This is an optimization exercise on Yosys and OpenROAD, whose aim is small area and a short achievable clock period, not a production implementation.
RTL that was checked went through simulation tests only; none was proved equivalent to the original.
No functional check of the RTL was part of run 1.
Power figures rest on the tool's default switching activity, not on a simulated workload.

==> flow/design.v (outline; a module is shown in full before it is edited, if it fits) <==
// module pe_mac: 921 lines
module pe_mac #(
  parameter int WA       = 16,
  parameter int WB       = 16,
  parameter int ACCW     = 40,
  parameter int MULT_LAT = 1,
  parameter int ADD_LAT  = 0
) (
  input  logic                    clk,
  input  logic                    rst_n,
  input  logic                    in_valid,
  output logic                    in_ready,
  input  logic signed [WA-1:0]    a_in,
  input  logic signed [WB-1:0]    b_in,
  input  logic signed [ACCW-1:0]  psum_in,
  output logic                    out_valid,
  input  logic                    out_ready,
  output logic signed [WA-1:0]    a_out,
  output logic signed [WB-1:0]    b_out,
  output logic signed [ACCW-1:0]  psum_out
);
  // ...
==> flow/run.sh <==
#!/bin/bash
# synth_recipe.tcl (not shown) runs the flow's synth.tcl, then flattens the netlist and writes it again
# the make line also repeats each setting of config.mk as NAME=value (left out here)
make -C /OpenROAD-flow-scripts/flow DESIGN_CONFIG=/design/flow/config.mk WORK_HOME=/design/flow/orfs CLKGATE_MAP_FILE= SYNTH_SCRIPT=/design/flow/synth_recipe.tcl finish
==> flow/config.mk <==
export PLATFORM = sky130hd
export DESIGN_NAME = pe_mac
export DESIGN_NICKNAME = pe_mac
export VERILOG_FILES = /design/flow/design.v
export SDC_FILE = /design/flow/constraint.sdc
export NUM_CORES = 4
export LEC_CHECK = 0
export CAP_MARGIN = 20
export CORE_MARGIN = 2
export CORE_UTILIZATION = 40
export SLEW_MARGIN = 20
==> flow/constraint.sdc <==
create_clock -name core_clock -period 6.0 [get_ports {clk}]
set_input_delay 1.2000 -clock core_clock [delete_from_list [all_inputs] [get_ports {clk}]]
set_output_delay 1.2000 -clock core_clock [all_outputs]
set_load 0.01 [all_outputs]
==> impl_metrics.yaml, run 1 <==
run_status:
  status: "no timing/DRC/antenna violations"
clock_network:
  clock_path_buffers: 2
  clock_latency_ns: 0.46
power:
  clk-power_w: 0.00116
  pg_comb_w: 0.00161
  clockPowerShare: 0.274
finish:
  layout_common_cells: "nand2_1, a21oi_1, dfxtp_1, clkdlybuf4s50_1, nor2_1"
  antennaDiodeCount: 0
  largest_cell_class: "multi-input combinational cells"
  seq_share: 0.211
  bufAreaShareNonClock: 0.106
critical_path:
  path_cells: "and2_1, nand2_1, a21oi_1, nor2_1, a221oi_1, fa_1, fa_1, inv_1, fa_1, inv_1, fa_1, and2_1"
  path_max_fanout: 15
  cpLargestDelayFamily: "adder cells"
  rrSetupSlack_ns: 1.75
  cpMostUsedCell: "fa_1"
place:
  gp_congestion: 0.881
detailed_routing:
  drt-met1-wl_mm: 20.8
  drc_errors: 0
  maxUsedRoutingLayer: "met4"
  drtIter0Drc: 1056
global_routing:
  grt_busiest_layer: "met2"
  globalRouteMet3Util: 0.0313
sta:
  skew_ns: 0.0165
  rsz0062_at_grt: "false"
yosys:
  synth.area.top_cells: "dfxtp_1, fa_1, nand2_1, a21oi_1, ha_1"
  synth_simple_gate_area_frac: 0.191
==> inputs of run 2 (changes only) <==
--- a/flow/design.v
+++ b/flow/design.v
@@ -887,35 +887,375 @@
   assign mc_d[25] = fc107;
   assign mc_d[26] = fc108;
   assign mc_d[27] = fc109;
   assign mc_d[28] = fc110;
   assign mc_d[29] = fc111;
   assign mc_d[30] = hc112;
   assign mc_d[31] = 1'b0;
   always_ff @(posedge clk) begin
-    if (!rst_n) begin
-      Ms <= 32'h80000000;
-      Mc <= 32'h0;
-    end else begin
-      Ms <= ms_d;
-      Mc <= mc_d;
-    end
+    Ms <= ms_d;
+    Mc <= mc_d;
   end
+  logic rq, sclr;
+  always_ff @(posedge clk) rq <= ~rst_n;
+  assign sclr = ~rst_n | rq;
   logic [31:0] cs_s, cs_c;
   assign cs_s = P[31:0] ^ Ms ^ Mc;
   assign cs_c = (P[31:0] & Ms) | (P[31:0] & Mc) | (Ms & Mc);
-  logic [39:0] sum;
-  assign sum = {P[39:32], cs_s} + {7'd0, cs_c, 1'b0};
+  logic [39:0] xx, yy, sum;
+  assign xx = {P[39:32], cs_s};
+  assign yy = {7'd0, cs_c, 1'b0};
+  logic [39:0] a_g0, a_p0;
+  assign a_g0 = xx & yy;
+  assign a_p0 = xx ^ yy;
+  logic a_G0, a_P0;
+  assign a_G0 = a_g0[1] | (a_p0[1] & a_g0[0]);
+  assign a_P0 = a_p0[1] & a_p0[0];
+  logic a_G1, a_P1;
+  assign a_G1 = a_g0[3] | (a_p0[3] & a_g0[2]);
+  assign a_P1 = a_p0[3] & a_p0[2];
+  logic a_G2, a_P2;
+  assign a_G2 = a_g0[5] | (a_p0[5] & a_g0[4]);
+  assign a_P2 = a_p0[5] & a_p0[4];
+  logic a_G3, a_P3;
+  assign a_G3 = a_g0[7] | (a_p0[7] & a_g0[6]);
+  assign a_P3 = a_p0[7] & a_p0[6];
+  logic a_G4, a_P4;
+  assign a_G4 = a_g0[9] | (a_p0[9] & a_g0[8]);
+  assign a_P4 = a_p0[9] & a_p0[8];
+  logic a_G5, a_P5;
+  assign a_G5 = a_g0[11] | (a_p0[11] & a_g0[10]);
+  assign a_P5 = a_p0[11] & a_p0[10];
+  logic a_G6, a_P6;
+  assign a_G6 = a_g0[13] | (a_p0[13] & a_g0[12]);
+  assign a_P6 = a_p0[13] & a_p0[12];
+  logic a_G7, a_P7;
+  assign a_G7 = a_g0[15] | (a_p0[15] & a_g0[14]);
+  assign a_P7 = a_p0[15] & a_p0[14];
+  logic a_G8, a_P8;
+  assign a_G8 = a_g0[17] | (a_p0[17] & a_g0[16]);
+  assign a_P8 = a_p0[17] & a_p0[16];
+  logic a_G9, a_P9;
+  assign a_G9 = a_g0[19] | (a_p0[19] & a_g0[18]);
+  assign a_P9 = a_p0[19] & a_p0[18];
+  logic a_G10, a_P10;
+  assign a_G10 = a_g0[21] | (a_p0[21] & a_g0[20]);
+  assign a_P10 = a_p0[21] & a_p0[20];
+  logic a_G11, a_P11;
+  assign a_G11 = a_g0[23] | (a_p0[23] & a_g0[22]);
+  assign a_P11 = a_p0[23] & a_p0[22];
+  logic a_G12, a_P12;
+  assign a_G12 = a_g0[25] | (a_p0[25] & a_g0[24]);
+  assign a_P12 = a_p0[25] & a_p0[24];
+  logic a_G13, a_P13;
+  assign a_G13 = a_g0[27] | (a_p0[27] & a_g0[26]);
+  assign a_P13 = a_p0[27] & a_p0[26];
+  logic a_G14, a_P14;
+  assign a_G14 = a_g0[29] | (a_p0[29] & a_g0[28]);
+  assign a_P14 = a_p0[29] & a_p0[28];
+  logic a_G15, a_P15;
+  assign a_G15 = a_g0[31] | (a_p0[31] & a_g0[30]);
+  assign a_P15 = a_p0[31] & a_p0[30];
+  logic a_G16, a_P16;
+  assign a_G16 = a_g0[33] | (a_p0[33] & a_g0[32]);
+  assign a_P16 = a_p0[33] & a_p0[32];
+  logic a_G17, a_P17;
+  assign a_G17 = a_g0[35] | (a_p0[35] & a_g0[34]);
+  assign a_P17 = a_p0[35] & a_p0[34];
+  logic a_G18, a_P18;
+  assign a_G18 = a_g0[37] | (a_p0[37] & a_g0[36]);
+  assign a_P18 = a_p0[37] & a_p0[36];
+  logic a_G19, a_P19;
+  assign a_G19 = a_g0[39] | (a_p0[39] & a_g0[38]);
+  assign a_P19 = a_p0[39] & a_p0[38];
+  logic a_G20, a_P20;
+  assign a_G20 = a_g0[2] | (a_p0[2] & a_G0);
+  assign a_P20 = a_p0[2] & a_P0;
+  logic a_G21, a_P21;
+  assign a_G21 = a_G1 | (a_P1 & a_G0);
+  assign a_P21 = a_P1 & a_P0;
+  logic a_G22, a_P22;
+  assign a_G22 = a_g0[6] | (a_p0[6] & a_G2);
+  assign a_P22 = a_p0[6] & a_P2;
+  logic a_G23, a_P23;
+  assign a_G23 = a_G3 | (a_P3 & a_G2);
+  assign a_P23 = a_P3 & a_P2;
+  logic a_G24, a_P24;
+  assign a_G24 = a_g0[10] | (a_p0[10] & a_G4);
+  assign a_P24 = a_p0[10] & a_P4;
+  logic a_G25, a_P25;
+  assign a_G25 = a_G5 | (a_P5 & a_G4);
+  assign a_P25 = a_P5 & a_P4;
+  logic a_G26, a_P26;
+  assign a_G26 = a_g0[14] | (a_p0[14] & a_G6);
+  assign a_P26 = a_p0[14] & a_P6;
+  logic a_G27, a_P27;
+  assign a_G27 = a_G7 | (a_P7 & a_G6);
+  assign a_P27 = a_P7 & a_P6;
+  logic a_G28, a_P28;
+  assign a_G28 = a_g0[18] | (a_p0[18] & a_G8);
+  assign a_P28 = a_p0[18] & a_P8;
+  logic a_G29, a_P29;
+  assign a_G29 = a_G9 | (a_P9 & a_G8);
+  assign a_P29 = a_P9 & a_P8;
+  logic a_G30, a_P30;
+  assign a_G30 = a_g0[22] | (a_p0[22] & a_G10);
+  assign a_P30 = a_p0[22] & a_P10;
+  logic a_G31, a_P31;
+  assign a_G31 = a_G11 | (a_P11 & a_G10);
+  assign a_P31 = a_P11 & a_P10;
+  logic a_G32, a_P32;
+  assign a_G32 = a_g0[26] | (a_p0[26] & a_G12);
+  assign a_P32 = a_p0[26] & a_P12;
+  logic a_G33, a_P33;
+  assign a_G33 = a_G13 | (a_P13 & a_G12);
+  assign a_P33 = a_P13 & a_P12;
+  logic a_G34, a_P34;
+  assign a_G34 = a_g0[30] | (a_p0[30] & a_G14);
+  assign a_P34 = a_p0[30] & a_P14;
+  logic a_G35, a_P35;
+  assign a_G35 = a_G15 | (a_P15 & a_G14);
+  assign a_P35 = a_P15 & a_P14;
+  logic a_G36, a_P36;
+  assign a_G36 = a_g0[34] | (a_p0[34] & a_G16);
+  assign a_P36 = a_p0[34] & a_P16;
+  logic a_G37, a_P37;
+  assign a_G37 = a_G17 | (a_P17 & a_G16);
+  assign a_P37 = a_P17 & a_P16;
+  logic a_G38, a_P38;
+  assign a_G38 = a_g0[38] | (a_p0[38] & a_G18);
+  assign a_P38 = a_p0[38] & a_P18;
+  logic a_G39, a_P39;
+  assign a_G39 = a_G19 | (a_P19 & a_G18);
+  assign a_P39 = a_P19 & a_P18;
+  logic a_G40, a_P40;
+  assign a_G40 = a_g0[4] | (a_p0[4] & a_G21);
+  assign a_P40 = a_p0[4] & a_P21;
+  logic a_G41, a_P41;
+  assign a_G41 = a_G2 | (a_P2 & a_G21);
+  assign a_P41 = a_P2 & a_P21;
+  logic a_G42, a_P42;
+  assign a_G42 = a_G22 | (a_P22 & a_G21);
+  assign a_P42 = a_P22 & a_P21;
+  logic a_G43, a_P43;
+  assign a_G43 = a_G23 | (a_P23 & a_G21);
+  assign a_P43 = a_P23 & a_P21;
+  logic a_G44, a_P44;
+  assign a_G44 = a_g0[12] | (a_p0[12] & a_G25);
+  assign a_P44 = a_p0[12] & a_P25;
+  logic a_G45, a_P45;
+  assign a_G45 = a_G6 | (a_P6 & a_G25);
+  assign a_P45 = a_P6 & a_P25;
+  logic a_G46, a_P46;
+  assign a_G46 = a_G26 | (a_P26 & a_G25);
+  assign a_P46 = a_P26 & a_P25;
+  logic a_G47, a_P47;
+  assign a_G47 = a_G27 | (a_P27 & a_G25);
+  assign a_P47 = a_P27 & a_P25;
+  logic a_G48, a_P48;
+  assign a_G48 = a_g0[20] | (a_p0[20] & a_G29);
+  assign a_P48 = a_p0[20] & a_P29;
+  logic a_G49, a_P49;
+  assign a_G49 = a_G10 | (a_P10 & a_G29);
+  assign a_P49 = a_P10 & a_P29;
+  logic a_G50, a_P50;
+  assign a_G50 = a_G30 | (a_P30 & a_G29);
+  assign a_P50 = a_P30 & a_P29;
+  logic a_G51, a_P51;
+  assign a_G51 = a_G31 | (a_P31 & a_G29);
+  assign a_P51 = a_P31 & a_P29;
+  logic a_G52, a_P52;
+  assign a_G52 = a_g0[28] | (a_p0[28] & a_G33);
+  assign a_P52 = a_p0[28] & a_P33;
+  logic a_G53, a_P53;
+  assign a_G53 = a_G14 | (a_P14 & a_G33);
+  assign a_P53 = a_P14 & a_P33;
+  logic a_G54, a_P54;
+  assign a_G54 = a_G34 | (a_P34 & a_G33);
+  assign a_P54 = a_P34 & a_P33;
+  logic a_G55, a_P55;
+  assign a_G55 = a_G35 | (a_P35 & a_G33);
+  assign a_P55 = a_P35 & a_P33;
+  logic a_G56, a_P56;
+  assign a_G56 = a_g0[36] | (a_p0[36] & a_G37);
+  assign a_P56 = a_p0[36] & a_P37;
+  logic a_G57, a_P57;
+  assign a_G57 = a_G18 | (a_P18 & a_G37);
+  assign a_P57 = a_P18 & a_P37;
+  logic a_G58, a_P58;
+  assign a_G58 = a_G38 | (a_P38 & a_G37);
+  assign a_P58 = a_P38 & a_P37;
+  logic a_G59, a_P59;
+  assign a_G59 = a_G39 | (a_P39 & a_G37);
+  assign a_P59 = a_P39 & a_P37;
+  logic a_G60, a_P60;
+  assign a_G60 = a_g0[8] | (a_p0[8] & a_G43);
+  assign a_P60 = a_p0[8] & a_P43;
+  logic a_G61, a_P61;
+  assign a_G61 = a_G4 | (a_P4 & a_G43);
+  assign a_P61 = a_P4 & a_P43;
+  logic a_G62, a_P62;
+  assign a_G62 = a_G24 | (a_P24 & a_G43);
+  assign a_P62 = a_P24 & a_P43;
+  logic a_G63, a_P63;
+  assign a_G63 = a_G25 | (a_P25 & a_G43);
+  assign a_P63 = a_P25 & a_P43;
+  logic a_G64, a_P64;
+  assign a_G64 = a_G44 | (a_P44 & a_G43);
+  assign a_P64 = a_P44 & a_P43;
+  logic a_G65, a_P65;
+  assign a_G65 = a_G45 | (a_P45 & a_G43);
+  assign a_P65 = a_P45 & a_P43;
+  logic a_G66, a_P66;
+  assign a_G66 = a_G46 | (a_P46 & a_G43);
+  assign a_P66 = a_P46 & a_P43;
+  logic a_G67, a_P67;
+  assign a_G67 = a_G47 | (a_P47 & a_G43);
+  assign a_P67 = a_P47 & a_P43;
+  logic a_G68, a_P68;
+  assign a_G68 = a_g0[24] | (a_p0[24] & a_G51);
+  assign a_P68 = a_p0[24] & a_P51;
+  logic a_G69, a_P69;
+  assign a_G69 = a_G12 | (a_P12 & a_G51);
+  assign a_P69 = a_P12 & a_P51;
+  logic a_G70, a_P70;
+  assign a_G70 = a_G32 | (a_P32 & a_G51);
+  assign a_P70 = a_P32 & a_P51;
+  logic a_G71, a_P71;
+  assign a_G71 = a_G33 | (a_P33 & a_G51);
+  assign a_P71 = a_P33 & a_P51;
+  logic a_G72, a_P72;
+  assign a_G72 = a_G52 | (a_P52 & a_G51);
+  assign a_P72 = a_P52 & a_P51;
+  logic a_G73, a_P73;
+  assign a_G73 = a_G53 | (a_P53 & a_G51);
+  assign a_P73 = a_P53 & a_P51;
+  logic a_G74, a_P74;
+  assign a_G74 = a_G54 | (a_P54 & a_G51);
+  assign a_P74 = a_P54 & a_P51;
+  logic a_G75, a_P75;
+  assign a_G75 = a_G55 | (a_P55 & a_G51);
+  assign a_P75 = a_P55 & a_P51;
+  logic a_G76, a_P76;
+  assign a_G76 = a_g0[16] | (a_p0[16] & a_G67);
+  assign a_P76 = a_p0[16] & a_P67;
+  logic a_G77, a_P77;
+  assign a_G77 = a_G8 | (a_P8 & a_G67);
+  assign a_P77 = a_P8 & a_P67;
+  logic a_G78, a_P78;
+  assign a_G78 = a_G28 | (a_P28 & a_G67);
+  assign a_P78 = a_P28 & a_P67;
+  logic a_G79, a_P79;
+  assign a_G79 = a_G29 | (a_P29 & a_G67);
+  assign a_P79 = a_P29 & a_P67;
+  logic a_G80, a_P80;
+  assign a_G80 = a_G48 | (a_P48 & a_G67);
+  assign a_P80 = a_P48 & a_P67;
+  logic a_G81, a_P81;
+  assign a_G81 = a_G49 | (a_P49 & a_G67);
+  assign a_P81 = a_P49 & a_P67;
+  logic a_G82, a_P82;
+  assign a_G82 = a_G50 | (a_P50 & a_G67);
+  assign a_P82 = a_P50 & a_P67;
+  logic a_G83, a_P83;
+  assign a_G83 = a_G51 | (a_P51 & a_G67);
+  assign a_P83 = a_P51 & a_P67;
+  logic a_G84, a_P84;
+  assign a_G84 = a_G68 | (a_P68 & a_G67);
+  assign a_P84 = a_P68 & a_P67;
+  logic a_G85, a_P85;
+  assign a_G85 = a_G69 | (a_P69 & a_G67);
+  assign a_P85 = a_P69 & a_P67;
+  logic a_G86, a_P86;
+  assign a_G86 = a_G70 | (a_P70 & a_G67);
+  assign a_P86 = a_P70 & a_P67;
+  logic a_G87, a_P87;
+  assign a_G87 = a_G71 | (a_P71 & a_G67);
+  assign a_P87 = a_P71 & a_P67;
+  logic a_G88, a_P88;
+  assign a_G88 = a_G72 | (a_P72 & a_G67);
+  assign a_P88 = a_P72 & a_P67;
+  logic a_G89, a_P89;
+  assign a_G89 = a_G73 | (a_P73 & a_G67);
+  assign a_P89 = a_P73 & a_P67;
+  logic a_G90, a_P90;
+  assign a_G90 = a_G74 | (a_P74 & a_G67);
+  assign a_P90 = a_P74 & a_P67;
+  logic a_G91, a_P91;
+  assign a_G91 = a_G75 | (a_P75 & a_G67);
+  assign a_P91 = a_P75 & a_P67;
+  logic a_G92, a_P92;
+  assign a_G92 = a_g0[32] | (a_p0[32] & a_G91);
+  assign a_P92 = a_p0[32] & a_P91;
+  logic a_G93, a_P93;
+  assign a_G93 = a_G16 | (a_P16 & a_G91);
+  assign a_P93 = a_P16 & a_P91;
+  logic a_G94, a_P94;
+  assign a_G94 = a_G36 | (a_P36 & a_G91);
+  assign a_P94 = a_P36 & a_P91;
+  logic a_G95, a_P95;
+  assign a_G95 = a_G37 | (a_P37 & a_G91);
+  assign a_P95 = a_P37 & a_P91;
+  logic a_G96, a_P96;
+  assign a_G96 = a_G56 | (a_P56 & a_G91);
+  assign a_P96 = a_P56 & a_P91;
+  logic a_G97, a_P97;
+  assign a_G97 = a_G57 | (a_P57 & a_G91);
+  assign a_P97 = a_P57 & a_P91;
+  logic a_G98, a_P98;
+  assign a_G98 = a_G58 | (a_P58 & a_G91);
+  assign a_P98 = a_P58 & a_P91;
+  logic a_G99, a_P99;
+  assign a_G99 = a_G59 | (a_P59 & a_G91);
+  assign a_P99 = a_P59 & a_P91;
+  logic [39:0] a_cc;
+  assign a_cc[0] = 1'b0;
+  assign a_cc[1] = a_g0[0];
+  assign a_cc[2] = a_G0;
+  assign a_cc[3] = a_G20;
+  assign a_cc[4] = a_G21;
+  assign a_cc[5] = a_G40;
+  assign a_cc[6] = a_G41;
+  assign a_cc[7] = a_G42;
+  assign a_cc[8] = a_G43;
+  assign a_cc[9] = a_G60;
+  assign a_cc[10] = a_G61;
+  assign a_cc[11] = a_G62;
+  assign a_cc[12] = a_G63;
+  assign a_cc[13] = a_G64;
+  assign a_cc[14] = a_G65;
+  assign a_cc[15] = a_G66;
+  assign a_cc[16] = a_G67;
+  assign a_cc[17] = a_G76;
+  assign a_cc[18] = a_G77;
+  assign a_cc[19] = a_G78;
+  assign a_cc[20] = a_G79;
+  assign a_cc[21] = a_G80;
+  assign a_cc[22] = a_G81;
+  assign a_cc[23] = a_G82;
+  assign a_cc[24] = a_G83;
+  assign a_cc[25] = a_G84;
+  assign a_cc[26] = a_G85;
+  assign a_cc[27] = a_G86;
+  assign a_cc[28] = a_G87;
+  assign a_cc[29] = a_G88;
+  assign a_cc[30] = a_G89;
+  assign a_cc[31] = a_G90;
+  assign a_cc[32] = a_G91;
+  assign a_cc[33] = a_G92;
+  assign a_cc[34] = a_G93;
+  assign a_cc[35] = a_G94;
+  assign a_cc[36] = a_G95;
+  assign a_cc[37] = a_G96;
+  assign a_cc[38] = a_G97;
+  assign a_cc[39] = a_G98;
+  assign sum = a_p0 ^ a_cc;
   always_ff @(posedge clk) begin
-    if (!rst_n) begin
-      S <= '0;
-      V <= '0;
-    end else begin
-      S <= sum;
-      V <= {V[2:0], acc};
-    end
+    S <= sum & {40{~sclr}};
+    if (!rst_n) V <= '0;
+    else        V <= {V[2:0], acc};
   end
   assign a_out     = A;
   assign b_out     = B;
   assign psum_out  = S;
   assign out_valid = V[3];
 endmodule
==> flow/config.mk (replaced) <==
export PLATFORM = sky130hd
export DESIGN_NAME = pe_mac
export DESIGN_NICKNAME = pe_mac
export VERILOG_FILES = /design/flow/design.v
export SDC_FILE = /design/flow/constraint.sdc
export NUM_CORES = 4
export LEC_CHECK = 0
export CAP_MARGIN = 20
export CORE_MARGIN = 2
export CORE_UTILIZATION = 40
export SETUP_SLACK_MARGIN = 3.0
export SLEW_MARGIN = 20
==> run 2 against run 1 <==
Against the previous run: combinational power up 22%; fmax up 28%; via count down 6.1%; synthesized cell count down 13%; cell count down 5.2%; area after synthesis down 9.7%; non-clock buffer count up 127; register-to-register slack better by 0.93 ns; wire length down 3.3%; critical path type unchanged; largest power group unchanged.
==> impl_metrics.yaml, run 2 <==
sta:
  period_minus_slack_ns: 3.32
  finalCritPeriodShare: 0.553
  max_slew.worst_pin.slew_ns: 0.797
  rsz0062_at_grt: "true"
  tns_ns: 0
  hold_violations: 0
  fmax_ghz: 0.301
  setup_viol: 0
  slew_headroom: 0.467
  slew_violations: 0
  setup_slack_ns: 2.68
  skew_ns: 0.0146
yosys:
  synth_area_per_cell_um2: 7.88
  synth_common_cells: "nand2_1, a21oi_1, dfxtp_1, clkbuf_1, inv_1"
  synth.largest_area_cell: "dfxtp_1"
  postSynthCellCount: 1680
  synth_top_flop_cell: "dfxtp_1"
  synth-edff-count: 0
  synth_area_mm2: 0.0132
  yosysWarnings: 1
  post-synth-top-count-cell: "nand2_1"
  yosys.area.top_type_share: 0.269
  synth.area.top_cells: "dfxtp_1, fa_1, nand2_1, a21oi_1, ha_1"
  async_flop_share: 0
  ys_seq_area_frac: 0.269
  synthesis.nets: 1928
  yosysUniqueCellTypes: 57
  synth_seq_cells: 178
floorplan:
  start_util: 0.407
  rows: 66
  core_area_mm2: 0.0325
  die_height_um: 186
  io_pins: 150
  die_area_mm2: 0.0346
  die_w_um: 186
detailed_routing:
  routedWlPerCell_um: 18.2
  avgViaCountPerCell: 5.36
  drc_errors: 0
  drtIter0Drc: 1207
  vias: 12400
  wl_mm: 41.9
  detail-route-antenna-nets: 0
  dr.pass1.iters: 6
critical_path:
  path_max_fanout: 6
  cp.arrival_ns: 3.66
  startpoint_type: "flip-flop"
  cp-end-kind: "flip-flop"
  criticalPathCategory: "reg -> reg"
  worstPathRequired_ns: 6.34
clock_network:
  clock_latency_ns: 0.46
  clock_path_buffers: 2
  ctsRootBufferMaster: "clkbuf_16"
  cts_sinks: 178
  cts_tree: "built"
  ctsHtreeMaxLevel: 4
  cts_buffers: 17
  path_clk_slew_ns: 0.08
hold_path:
  hold_class: "reg -> reg"
place:
  hpwlAfterDp_mm: 26.5
  gp_congestion: 0.909
  post_dp_cell_area_mm2: 0.0149
  numPortBuffers: 149
  preCtsSetupSlack_ns: 1.86
global_routing:
  grt_pass1_vias: 11700
  antenna_found_initial: 0
  grtUsageTotal: 0.239
  grt_pass1_wl_mm: 63.6
  grt_max_degree: 66
  gr-total-overflow: 0
finish:
  multi_input_area_mm2: 0.00980
  reg_top3: "P: 40 flops, S: 40 flops, Ms: 31 flops"
  design_area_mm2: 0.0181
  nets: 2104
  final_common_cell: "nand2_1"
  layout_common_cells: "nand2_1, a21oi_1, dfxtp_1, clkdlybuf4s50_1, buf_4"
  area_growth_pct: 36.6
  fill_cells: 2914
  drive_gt1_frac: 0.238
  ff_latch_area_mm2: 0.00367
  antennaDiodeCount: 0
power:
  total_leakage_power_nw: 7.02
  power.density_mw_per_mm2: 256
  vdd_ir_drop_max_mv: 0.209
run:
  drv_cap: 0
run_status:
  status: "no timing/DRC/antenna violations"
-- run 2: cell count changes in the layout (fill, tap and decap cells not counted), sizes merged, moves of 9 or more --
cell and delta:
nor2b -12, and2 -43, o22ai -23, a22oi +11, a211oi -9, nor2 -22
a221oi +18, o21ai -34, o31ai -13, buf +124, maj3 -25, a21oi -24
-- run 2: cells by family (layout without fill, tap and decap cells) --
| family | Yosys count | count (layout) | synth area share |
|---|---|---|---|
| AOI/OAI and AO/OA | 423 | 423 | 0.195 |
| xor gates and xnor gates | 68 | 68 | 0.0450 |
| and+or+nand+nor | 543 | 547 | 0.168 |
| DFF | 178 | 178 | 0.269 |
| muxes | 8 | 8 | 0.00624 |
| buffers and inverters | 279 | 464 | 0.0824 |
| adders and majority gates | 181 | 181 | 0.234 |
-- run 2: critical path, stage by stage (launching register included) --
cell	delay, ns
dfxtp_4	0.39
xor2_2	0.19
and2_4	0.20
buf_4	0.14
a221oi_4	0.26
fa_1	0.52
fa_1	0.50
inv_1	0.05
fa_1	0.47
inv_1	0.05
fa_1	0.43
-- run 2: per-stage QoR --
| step | utilization | power [W] | hold WS, ns | std cells |
|---|---|---|---|---|
| after global placement | 0.459 | 0.00303 | 0.415 | 2139 |
| final | 0.556 | 0.00463 | 0.437 | 2311 |
| after detailed placement | 0.459 | 0.00306 | 0.420 | 2139 |
| after floorplan | - | 0.00258 | 0.349 | 1680 |
| after global routing | 0.556 | 0.00494 | 0.448 | 2311 |
| after CTS | 0.527 | 0.00441 | 0.440 | 2269 |
-- run 2: metal layers --
layer,up-vias,wire [µm],track usage
met5,-,0,0
met4,0,1550,0.0803
met3,84,3550,0.0620
met2,553,18800,0.372
met1,5868,18100,0.323
li1,5882,-,-
-- run 2: area by class of cell --
class,instances,share of cell area
Clock inverter,14,0.0103
Clock buffer,18,0.0243
Tap cell,442,0.0306
Sequential cell,178,0.203
Timing Repair Buffer,315,0.166
Inverter,117,0.0243
Multi-Input combinational cell,1227,0.542
-- run 2: report_power, final --
group          internal, W  total [W]  switching [W]  leakage (nW)
combinational     0.000937    0.00196        0.00102          5.23
sequential         0.00137    0.00148       0.000113          1.49
clock             0.000647    0.00119       0.000545         0.304
total              0.00295    0.00463        0.00168          7.02
-- run 2: worst paths after layout --
path                           from  cells past startpoint  slack [ns]         endpoint
setup / recovery  B[4]$_SDFFE_PN0P_                     10        2.68   Ms[14]$_DFF_P_
hold / removal      V[1]$_SDFF_PN0_                      1        0.44  V[2]$_SDFF_PN0_
setup reg to reg  B[4]$_SDFFE_PN0P_                     10        2.68   Ms[14]$_DFF_P_
hold reg to reg     V[1]$_SDFF_PN0_                      1        0.44  V[2]$_SDFF_PN0_
-- run 2: timing repair --
action | 4_1_cts | 5_1_grt
buffers inserted | 91 | 38
endpoints found under the hold margin | 0 | 0
hold buffers | 0 | 0
setup endpoints to repair | 76 | 50
pin swaps | 40 | 65
resized for setup | 252 | 114
gates cloned | 7 | 4
==> inputs of run 3 (changes only) <==
--- a/flow/config.mk
+++ b/flow/config.mk
@@ -6,4 +6,5 @@
 export NUM_CORES = 4
 export LEC_CHECK = 0
+export ABC_AREA = 1
 export CAP_MARGIN = 20
 export CORE_MARGIN = 2
==> run 3 against run 2 <==
Against the previous run: critical path depth increased by 1; clock power decreased by 8%; sequential power increased by 8%; die area down 7.5%; sequential cell count unchanged; design area is 13% lower; synthesized cell count down 14%; clock-buffer cell count increased by 1; utilization is 2.6 points lower; cell count is 13% lower; wire length shrank 18%; area after synthesis decreased by 7.7%.
==> impl_metrics.yaml, run 3 <==
run_status:
  status: "no timing/DRC/antenna violations"
clock_network:
  cts_tree: "built"
  cts_sinks: 178
  path_clk_slew_ns: 0.07
  clock_latency_ns: 0.44
  cts_buffers: 17
  ctsHtreeMaxLevel: 4
  clock_path_buffers: 2
  ctsRootBufferMaster: "clkbuf_16"
global_routing:
  antenna_found_initial: 0
  grt_max_degree: 58
  grtUsageTotal: 0.220
  grt_pass1_vias: 10200
  gr-total-overflow: 0
  grt_pass1_wl_mm: 54.1
detailed_routing:
  avgViaCountPerCell: 5.10
  vias: 10300
  detail-route-antenna-nets: 0
  dr.pass1.iters: 5
  wl_mm: 34.2
  drc_errors: 0
  drtIter0Drc: 787
  routedWlPerCell_um: 17.0
critical_path:
  startpoint_type: "flip-flop"
  cp.arrival_ns: 3.67
  path_max_fanout: 5
  startpoint: "B[7]$_SDFFE_PN0P_"
  reg2reg_from: "B[7]$_SDFFE_PN0P_"
  cp-end-kind: "flip-flop"
  worstPathRequired_ns: 6.32
  criticalPathCategory: "reg -> reg"
floorplan:
  die_height_um: 179
  die_w_um: 179
  start_util: 0.409
  core_area_mm2: 0.0299
  die_area_mm2: 0.0320
  rows: 63
  io_pins: 150
finish:
  drive_gt1_frac: 0.170
  antennaDiodeCount: 0
  layout_common_cells: "dfxtp_1, inv_1, clkdlybuf4s50_1, nor2_1, nand2_1"
  nets: 1861
  design_area_mm2: 0.0158
  area_growth_pct: 29.5
  reg_top3: "P: 40 flops, S: 40 flops, Ms: 31 flops"
yosys:
  yosysWarnings: 1
  synth.area.top_cells: "dfxtp_1, fa_1, xor2_1, ha_1, o22ai_1"
  yosysUniqueCellTypes: 38
  synth_seq_cells: 178
  async_flop_share: 0
  ys_seq_area_frac: 0.292
  post-synth-top-count-cell: "inv_1"
  synth_common_cells: "inv_1, dfxtp_1, nand2_1, nor2_1, xor2_1"
  postSynthCellCount: 1448
  synth_area_mm2: 0.0122
  synthesis.nets: 1696
  synth_top_flop_cell: "dfxtp_1"
  synth-edff-count: 0
  yosys.area.top_type_share: 0.292
  synth.largest_area_cell: "dfxtp_1"
  synth_area_per_cell_um2: 8.44
sta:
  fmax_ghz: 0.299
  period_minus_slack_ns: 3.35
  setup_viol: 0
  max_slew.worst_pin.slew_ns: 0.687
  setup_slack_ns: 2.65
  finalCritPeriodShare: 0.558
  slew_violations: 0
  slew_headroom: 0.541
  tns_ns: 0
  rsz0062_at_grt: "true"
  skew_ns: 0.0185
  hold_violations: 0
power:
  total_leakage_power_nw: 7.16
  p_switching_w: 0.00233
  swShare: 0.416
  combPwrFrac: 0.521
  p_seq_frac: 0.284
  power.density_mw_per_mm2: 355
  vdd_ir_drop_max_mv: 0.229
  internal-power_w: 0.00328
  clockPowerShare: 0.195
hold_path:
  hold_class: "reg -> reg"
  hold_path.startpoint: "V[1]$_SDFF_PN0_"
place:
  hpwlAfterDp_mm: 24.0
  preCtsSetupSlack_ns: 1.92
  gp_congestion: 0.895
  post_dp_cell_area_mm2: 0.0140
  numPortBuffers: 149
run:
  drv_cap: 0
==> run 3: metal layers <==
metal / global-route usage / part of all wire / up-vias
met5: 0 / 0 / -
met4: 0.0715 / 0.024 / 0
met3: 0.0418 / 0.062 / 52
met2: 0.352 / 0.45 / 312
met1: 0.300 / 0.46 / 4936
li1: - / - / 4984
==> run 3: path summary, 6_finish.rpt <==
check,to,slack (ns),cells past startpoint
setup reg to reg,Ms[18]$_DFF_P_,2.65,11
setup / recovery,Ms[18]$_DFF_P_,2.65,11
hold reg to reg,V[2]$_SDFF_PN0_,0.41,2
hold / removal,V[2]$_SDFF_PN0_,0.41,2
==> run 3: logic make-up after synthesis <==
logic type	count (synthesis)	share of synthesized area
flops	178	0.292
xor+xnor	139	0.0996
fa+ha+maj	172	0.246
buf+inv	292	0.0986
simple gates	358	0.119
compound gates	309	0.145
==> run 3: worst max-delay path, stage by stage (launching register included) <==
cell and delay, ns:
dfxtp_4 0.39, buf_12 0.12, nand2_4 0.07, nand2_4 0.10, o21ai_4 0.10, o22ai_1 0.21, xor2_1 0.23, fa_1 0.48
fa_2 0.59, fa_1 0.42, inv_2 0.08, fa_2 0.43
==> run 3: metrics by stage <==
step	instances	total power, W	util	hold slack [ns]
floorplan	1448	0.00360	-	0.352
global placement	1908	0.00430	0.470	0.398
detailed placement	1908	0.00437	0.470	0.398
CTS	2006	0.00561	0.522	0.414
global route	2015	0.00617	0.530	0.442
finish	2015	0.00562	0.530	0.412
==> run 3: repair_timing <==
action                     4_1_cts  5_1_grt
setup endpoints to repair       41       37
pin swaps                       49       28
hold buffers                     0        0
cloned                           1        0
setup buffers                   66        9
gates resized for setup        123       44
==> run 3: layout make-up <==
class                           instances  area, µm²
Clock buffer                           19        443
Clock inverter                         12        124
Fill cell                            2741      14100
Inverter                              207        875
Multi-Input combinational cell        979       8080
Sequential cell                       178       3600
Tap cell                              390        488
Timing Repair Buffer                  230       2200
==> run 3: power groups by stage <==
| stage | Combinational [W] | Sequential, W | Clock [W] |
|---|---|---|---|
| CTS | 0.00289 | 0.00160 | 0.00112 |
| global placement | 0.00266 | 0.00164 | 0 |
| finish | 0.00292 | 0.00160 | 0.00110 |
| detailed placement | 0.00274 | 0.00164 | 0 |
| floorplan | 0.00196 | 0.00164 | 0 |
| global route | 0.00338 | 0.00163 | 0.00117 |
==> inputs of run 4 (changes only) <==
==> flow/flow/run.sh (new file) <==
#!/bin/bash
# Own flow: the standard layout, with the port buffers made of the
# smallest buffer cell (sky130_fd_sc_hd__buf_1) instead of the default.
set -euo pipefail
export BUFFER_PORTS_ARGS="-buffer_cell sky130_fd_sc_hd__buf_1"
bash standard.sh > standard.log 2>&1
==> flow/standard.sh (new file) <==
#!/bin/bash
# synth_recipe.tcl (not shown) runs the flow's synth.tcl, then flattens the netlist and writes it again
# the make line also repeats each setting of config.mk as NAME=value (left out here)
make -C /OpenROAD-flow-scripts/flow DESIGN_CONFIG=/design/flow/config.mk WORK_HOME=/design/flow/orfs CLKGATE_MAP_FILE= SYNTH_SCRIPT=/design/flow/synth_recipe.tcl "${@:-finish}"
removed: flow/run.sh
==> run 4 against run 3 <==
Against the previous run: still clean; critical path type unchanged; largest power group unchanged; design area fell by 5.6%; critical path depth fell by 1; sequential power about the same; die area unchanged; sequential cell count is the same; sequential share of layout area grew 1.4 points; non-clock buffer count is 9 lower; combinational power fell by 4%; wire length shrank 0.49%.
==> impl_metrics.yaml, run 4 <==
run_status:
  status: "no timing/DRC/antenna violations"
critical_path:
  cpPeakStageDelay_ns: 0.56
  cpLargestDelayFamily: "adder cells"
  cp.arrival_ns: 3.68
  startpoint_type: "flip-flop"
  slowest_stage: "fa_2"
  cp-end-kind: "flip-flop"
  path_cells: "clkinvlp_4, o21ai_4, buf_4, o22ai_2, xor2_1, fa_1, fa_2, fa_1, inv_1, fa_1"
  path_max_fanout: 5
  cpMostUsedCell: "fa_1"
  worst-path-buf-inv: 3
  worstPathRequired_ns: 6.33
  criticalPathCategory: "reg -> reg"
run:
  drv_cap: 0
global_routing:
  gr-total-overflow: 0
  antenna_found_initial: 0
  grt_max_degree: 101
  grtUsageTotal: 0.221
  grt_pass1_wl_mm: 53.9
  grt_pass1_vias: 10300
yosys:
  synthesis.nets: 1696
  synth_common_cells: "inv_1, dfxtp_1, nand2_1, nor2_1, xor2_1"
  synth-edff-count: 0
  synth_area_per_cell_um2: 8.44
  ys_seq_area_frac: 0.292
  post-synth-top-count-cell: "inv_1"
  synth_area_mm2: 0.0122
  yosysUniqueCellTypes: 38
  synth.area.top_cells: "dfxtp_1, fa_1, xor2_1, ha_1, o22ai_1"
  async_flop_share: 0
  synth.largest_area_cell: "dfxtp_1"
  synth_seq_cells: 178
  postSynthCellCount: 1448
  yosysWarnings: 1
  yosys.area.top_type_share: 0.292
  synth_top_flop_cell: "dfxtp_1"
floorplan:
  die_area_mm2: 0.0320
  io_pins: 150
  rows: 63
  die_w_um: 179
  die_height_um: 179
  core_area_mm2: 0.0299
  start_util: 0.409
finish:
  final_common_cell: "inv_1"
  antennaDiodeCount: 0
  reg_top3: "P: 40 flops, S: 40 flops, Ms: 31 flops"
  drive_gt1_frac: 0.172
  layout_common_cells: "inv_1, dfxtp_1, buf_1, nor2_1, nand2_1"
  nets: 1855
  postLayoutCoreUtil: 0.500
  area_growth_pct: 22.2
sta:
  period_minus_slack_ns: 3.35
  max_slew.worst_pin.slew_ns: 0.987
  slew_violations: 0
  finalCritPeriodShare: 0.559
  setup_slack_ns: 2.65
  tns_ns: 0
  rsz0062_at_grt: "true"
  setup_viol: 0
  slew_headroom: 0.341
  skew_ns: 0.0133
  hold_violations: 0
  fmax_ghz: 0.298
detailed_routing:
  drtIter0Drc: 679
  routedWlPerCell_um: 16.9
  wl_mm: 34.1
  vias: 10200
  dr.pass1.iters: 5
  drc_errors: 0
  detail-route-antenna-nets: 0
  avgViaCountPerCell: 5.09
place:
  hpwlAfterDp_mm: 23.5
  gp_congestion: 0.917
  numPortBuffers: 149
  preCtsSetupSlack_ns: 1.86
power:
  vdd_ir_drop_max_mv: 0.239
  power.density_mw_per_mm2: 369
  total_leakage_power_nw: 6.71
clock_network:
  path_clk_slew_ns: 0.07
  cts_sinks: 178
  cts_tree: "built"
  ctsRootBufferMaster: "clkbuf_16"
  ctsHtreeMaxLevel: 4
  clock_latency_ns: 0.45
  cts_buffers: 17
  clock_path_buffers: 2
hold_path:
  hold_class: "reg -> reg"
-- run 4: cell count changes in the layout (fill, tap and decap cells not counted), sizes merged --
| cell | delta |
|---|---|
| buf | +138 |
| nand2 | +2 |
| o21ai | +1 |
| dlygate4sd2 | -1 |
| clkdlybuf4s50 | -146 |
| inv | +6 |
| clkinv | -8 |
| clkinvlp | +2 |
| clkdlybuf4s15 | -1 |
| clkbuf | +2 |
-- run 4: worst register-to-register path, stage by stage, from the launching register on --
cell	delay [ns]
dfxtp_4	0.38
clkinvlp_4	0.15
o21ai_4	0.27
buf_4	0.19
o22ai_2	0.07
xor2_1	0.24
fa_1	0.49
fa_2	0.56
fa_1	0.41
inv_1	0.09
fa_1	0.40
-- run 4: where the power goes --
group          switching, W  total [W]  internal [W]
logic               0.00172    0.00280       0.00108
clock network      0.000504    0.00111      0.000603
registers          0.000134    0.00160       0.00146
total               0.00236    0.00551       0.00315
-- run 4: timing repair --
item | 4_1_cts | 5_1_grt
hold buffers | 0 | 0
resized for setup | 112 | 60
gates cloned | 3 | 1
buffers inserted | 61 | 5
setup endpoints to repair | 37 | 33
pin swaps | 50 | 28
-- run 4: cell type report --
class,instances,area [µm²]
Fill cell,2815,14900
Tap cell,390,488
Multi-Input combinational cell,982,8200
Clock inverter,12,121
Timing Repair Buffer,221,1180
Inverter,207,872
Clock buffer,20,457
Sequential cell,178,3610
-- run 4: metal layers --
layer,GRT usage,vias to the layer above,part of all wire
met5,0,-,0
met4,0.0772,0,0.029
met3,0.0490,62,0.061
met1,0.294,4837,0.46
li1,-,4979,-
met2,0.355,356,0.45
-- run 4: kinds of logic (layout without fill, tap and decap cells) --
logic type,Yosys count,in the layout,synth area share
AND/OR/NAND/NOR,358,360,0.119
AO/OA/AOI/OAI,309,311,0.145
buffers and inverters,292,460,0.0986
flip-flops,178,178,0.292
adder cells (fa/ha/maj),172,172,0.246
XOR/XNOR,139,139,0.0996
-- run 4: worst paths after layout --
kind / cells after the start / startpoint / end / slack [ns]
worst max-delay path: 10 / B[7]$_SDFFE_PN0P_ / Ms[15]$_DFF_P_ / 2.65
worst min-delay path: 2 / V[2]$_SDFF_PN0_ / V[3]$_SDFF_PN0_ / 0.41
worst max register to register: 10 / B[7]$_SDFFE_PN0P_ / Ms[15]$_DFF_P_ / 2.65
worst min register to register: 2 / V[2]$_SDFF_PN0_ / V[3]$_SDFF_PN0_ / 0.41
-- run 4: metrics by stage --
stage / total power (W) / cell area (µm²) / cells / hold slack [ns]
after floorplan: 0.00360 / 12500 / 1448 / 0.352
after global placement: 0.00415 / 13100 / 1908 / 0.393
after CTS: 0.00549 / 14600 / 2004 / 0.416
final: 0.00551 / 14900 / 2010 / 0.412
after global routing: 0.00611 / 14900 / 2010 / 0.451
after detailed placement: 0.00424 / 13100 / 1908 / 0.398
==> inputs of run 5 (changes only) <==
--- a/flow/config.mk
+++ b/flow/config.mk
@@ -12,2 +12,3 @@
 export SETUP_SLACK_MARGIN = 3.0
 export SLEW_MARGIN = 20
+export TNS_END_PERCENT = 5
==> run 5 against run 4 <==
Against the previous run: register-to-register slack worse by 0.07 ns; cell count up 0.40%; clock-buffer cell count grew 1; area after synthesis stayed put; wire length up 0.36%; largest power group unchanged; sequential power is essentially flat; still clean.
==> impl_metrics.yaml, run 5 <==
global_routing:
  grt_max_degree: 55
  grt_pass1_wl_mm: 53.7
  gr-total-overflow: 0
  grtUsageTotal: 0.221
  antenna_found_initial: 0
  grt_pass1_vias: 9976
clock_network:
  cts_buffers: 17
  cts_sinks: 178
  ctsRootBufferMaster: "clkbuf_16"
  clock_latency_ns: 0.46
  path_clk_slew_ns: 0.07
  cts_tree: "built"
  clock_path_buffers: 2
  ctsHtreeMaxLevel: 4
detailed_routing:
  wl_mm: 34.2
  dr.pass1.iters: 5
  vias: 10200
  routedWlPerCell_um: 16.9
  drtIter0Drc: 781
  avgViaCountPerCell: 5.07
  drc_errors: 0
  detail-route-antenna-nets: 0
floorplan:
  die_height_um: 179
  die_area_mm2: 0.0320
  io_pins: 150
  rows: 63
  start_util: 0.409
  die_w_um: 179
  core_area_mm2: 0.0299
sta:
  fmax_ghz: 0.292
  rsz0062_at_grt: "true"
  skew_ns: 0.0137
  slew_violations: 0
  finalCritPeriodShare: 0.570
  max_slew.worst_pin.slew_ns: 1.00
  setup_viol: 0
  tns_ns: 0
  slew_headroom: 0.331
  period_minus_slack_ns: 3.42
  hold_violations: 0
run:
  drv_cap: 0
yosys:
  synth_seq_cells: 178
  synth_area_per_cell_um2: 8.44
  synth_common_cells: "inv_1, dfxtp_1, nand2_1, nor2_1, xor2_1"
  postSynthCellCount: 1448
  synth-edff-count: 0
  synth_top_flop_cell: "dfxtp_1"
  post-synth-top-count-cell: "inv_1"
  yosys.area.top_type_share: 0.292
  yosysUniqueCellTypes: 38
  ys_seq_area_frac: 0.292
  synth.area.top_cells: "dfxtp_1, fa_1, xor2_1, ha_1, o22ai_1"
  synth_area_mm2: 0.0122
  yosysWarnings: 1
  synth.largest_area_cell: "dfxtp_1"
  async_flop_share: 0
  synthesis.nets: 1696
place:
  post_dp_cell_area_mm2: 0.0130
  hpwlAfterDp_mm: 23.9
  gp_congestion: 0.920
  numPortBuffers: 149
critical_path:
  cpLargestDelayFamily: "adder cells"
  cpMostUsedCell: "fa_1"
  startpoint_type: "flip-flop"
  slowest_stage: "fa_1"
  cpPeakStageDelay_ns: 0.52
  criticalPathCategory: "reg -> reg"
  cp-end-kind: "flip-flop"
  worst-path-buf-inv: 5
  path_cells: "clkinvlp_4, nand2_2, o21ai_4, buf_6, buf_4, o22ai_2, xor2_1, fa_1, inv_1, fa_1, fa_1, inv_1, fa_1"
  cp.arrival_ns: 3.82
  path_max_fanout: 5
  worstPathRequired_ns: 6.40
finish:
  antennaDiodeCount: 0
  layout_common_cells: "inv_1, dfxtp_1, buf_1, nor2_1, nand2_1"
  reg_top3: "P: 40 flops, S: 40 flops, Ms: 31 flops"
  final_common_cell: "inv_1"
  nets: 1863
  design_area_mm2: 0.0147
  drive_gt1_frac: 0.141
  fill_cells: 2885
  area_growth_pct: 20.2
hold_path:
  hold_class: "reg -> reg"
run_status:
  status: "no timing/DRC/antenna violations"
power:
  vdd_ir_drop_max_mv: 0.215
  total_leakage_power_nw: 6.76
  power_w: 0.00546
  power.density_mw_per_mm2: 372
[run 5: cell counts after synthesis]
Identical to the previous run, type by type.
[run 5: path summary, 6_finish.rpt]
kind / depth (start not counted) / startpoint / to / slack (ns)
worst max-delay path: 13 / B[7]$_SDFFE_PN0P_ / Ms[20]$_DFF_P_ / 2.58
worst min-delay path: 2 / V[0]$_SDFF_PN0_ / V[1]$_SDFF_PN0_ / 0.41
worst max register to register: 13 / B[7]$_SDFFE_PN0P_ / Ms[20]$_DFF_P_ / 2.58
worst min register to register: 2 / V[0]$_SDFF_PN0_ / V[1]$_SDFF_PN0_ / 0.41
[run 5: routing by layer]
layer	track usage	vias to the layer above	wire length [µm]
li1	-	4987	-
met1	0.306	4852	15700
met2	0.349	337	15500
met3	0.0346	48	2120
met4	0.0803	0	854
met5	0	-	0
[run 5: cells by family after synthesis]
| group | Yosys count | synth area share |
|---|---|---|
| xor+xnor | 139 | 0.0996 |
| compound gates | 309 | 0.145 |
| fa+ha+maj | 172 | 0.246 |
| simple gates | 358 | 0.119 |
| flops | 178 | 0.292 |
| buf+inv | 292 | 0.0986 |
[run 5: area by class of cell]
class | count | area, µm² | share of cell area
Inverter | 207 | 857 | 0.0584
Multi-Input combinational cell | 978 | 7840 | 0.534
Tap cell | 390 | 488 | 0.0332
Sequential cell | 178 | 3600 | 0.245
Clock inverter | 11 | 125 | 0.00852
Clock buffer | 21 | 470 | 0.0320
Timing Repair Buffer | 233 | 1300 | 0.0887
[run 5: repair_timing]
item / 4_1_cts / 5_1_grt
gates resized for setup: 72 / 46
setup endpoints to repair: 41 / 36
gates cloned: 0 / 1
setup buffers: 53 / 23
hold buffers: 0 / 0
pin swaps: 21 / 32
[run 5: power by group]
part	total (W)	switching [W]	leakage (nW)	internal, W
combinational	0.00272	0.00166	4.99	0.00105
sequential	0.00160	0.000136	1.48	0.00146
clock	0.00114	0.000496	0.290	0.000649
total	0.00546	0.00229	6.76	0.00316
[run 5: worst register-to-register path, delay by kind of cell, from the launching register on]
family | cells | cell delay, ns
XOR/XNOR | 1 | 0.23
AO/OA/AOI/OAI | 2 | 0.18
buffers and inverters | 5 | 0.54
flip-flops | 1 | 0.41
adder cells (fa/ha/maj) | 4 | 1.92
AND/OR/NAND/NOR | 1 | 0.11
[run 5: metrics by stage]
stage               utilization  setup slack, ns  instances  hold slack (ns)
floorplan                     -             2.72       1448            0.364
global placement          0.435             1.84       1909            0.395
detailed placement        0.435             1.73       1909            0.401
CTS                       0.477             2.65       1994            0.417
global route              0.492             2.49       2018            0.434
finish                    0.492             2.58       2018            0.414

[re-timing with driven ports]
The flow's constraints put no driver on any port. The routed layouts listed below were extracted and timed again, unchanged, in two steps.
Step 1 assumes that a clkbuf_16 drives the clock port and a buf_2 every other input.
Step 2 adds t to the input delays and takes it off the output delays; t is the mean of the earliest and latest rising clock arrival at the registers after step 1. Input paths then give back, and output paths get back, about the clock's delay inside the block.
a / b / c = no drivers / after step 1 / after step 2; a / b = the first two.
run	t (ns)	slack for setup (ns)	worst setup path after step 2	cell pins on the clock port's net
run 1	0.505	1.747 / 1.747 / 1.747	register to register	1
run 2	0.509	2.681 / 2.681 / 2.681	register to register	1
run 3	0.477	2.652 / 2.652 / 2.652	register to register	1
run 4	0.497	2.645 / 2.645 / 2.645	register to register	1
run 5	0.497	2.579 / 2.579 / 2.579	register to register	1
After both steps setup and hold are still met in every run listed.
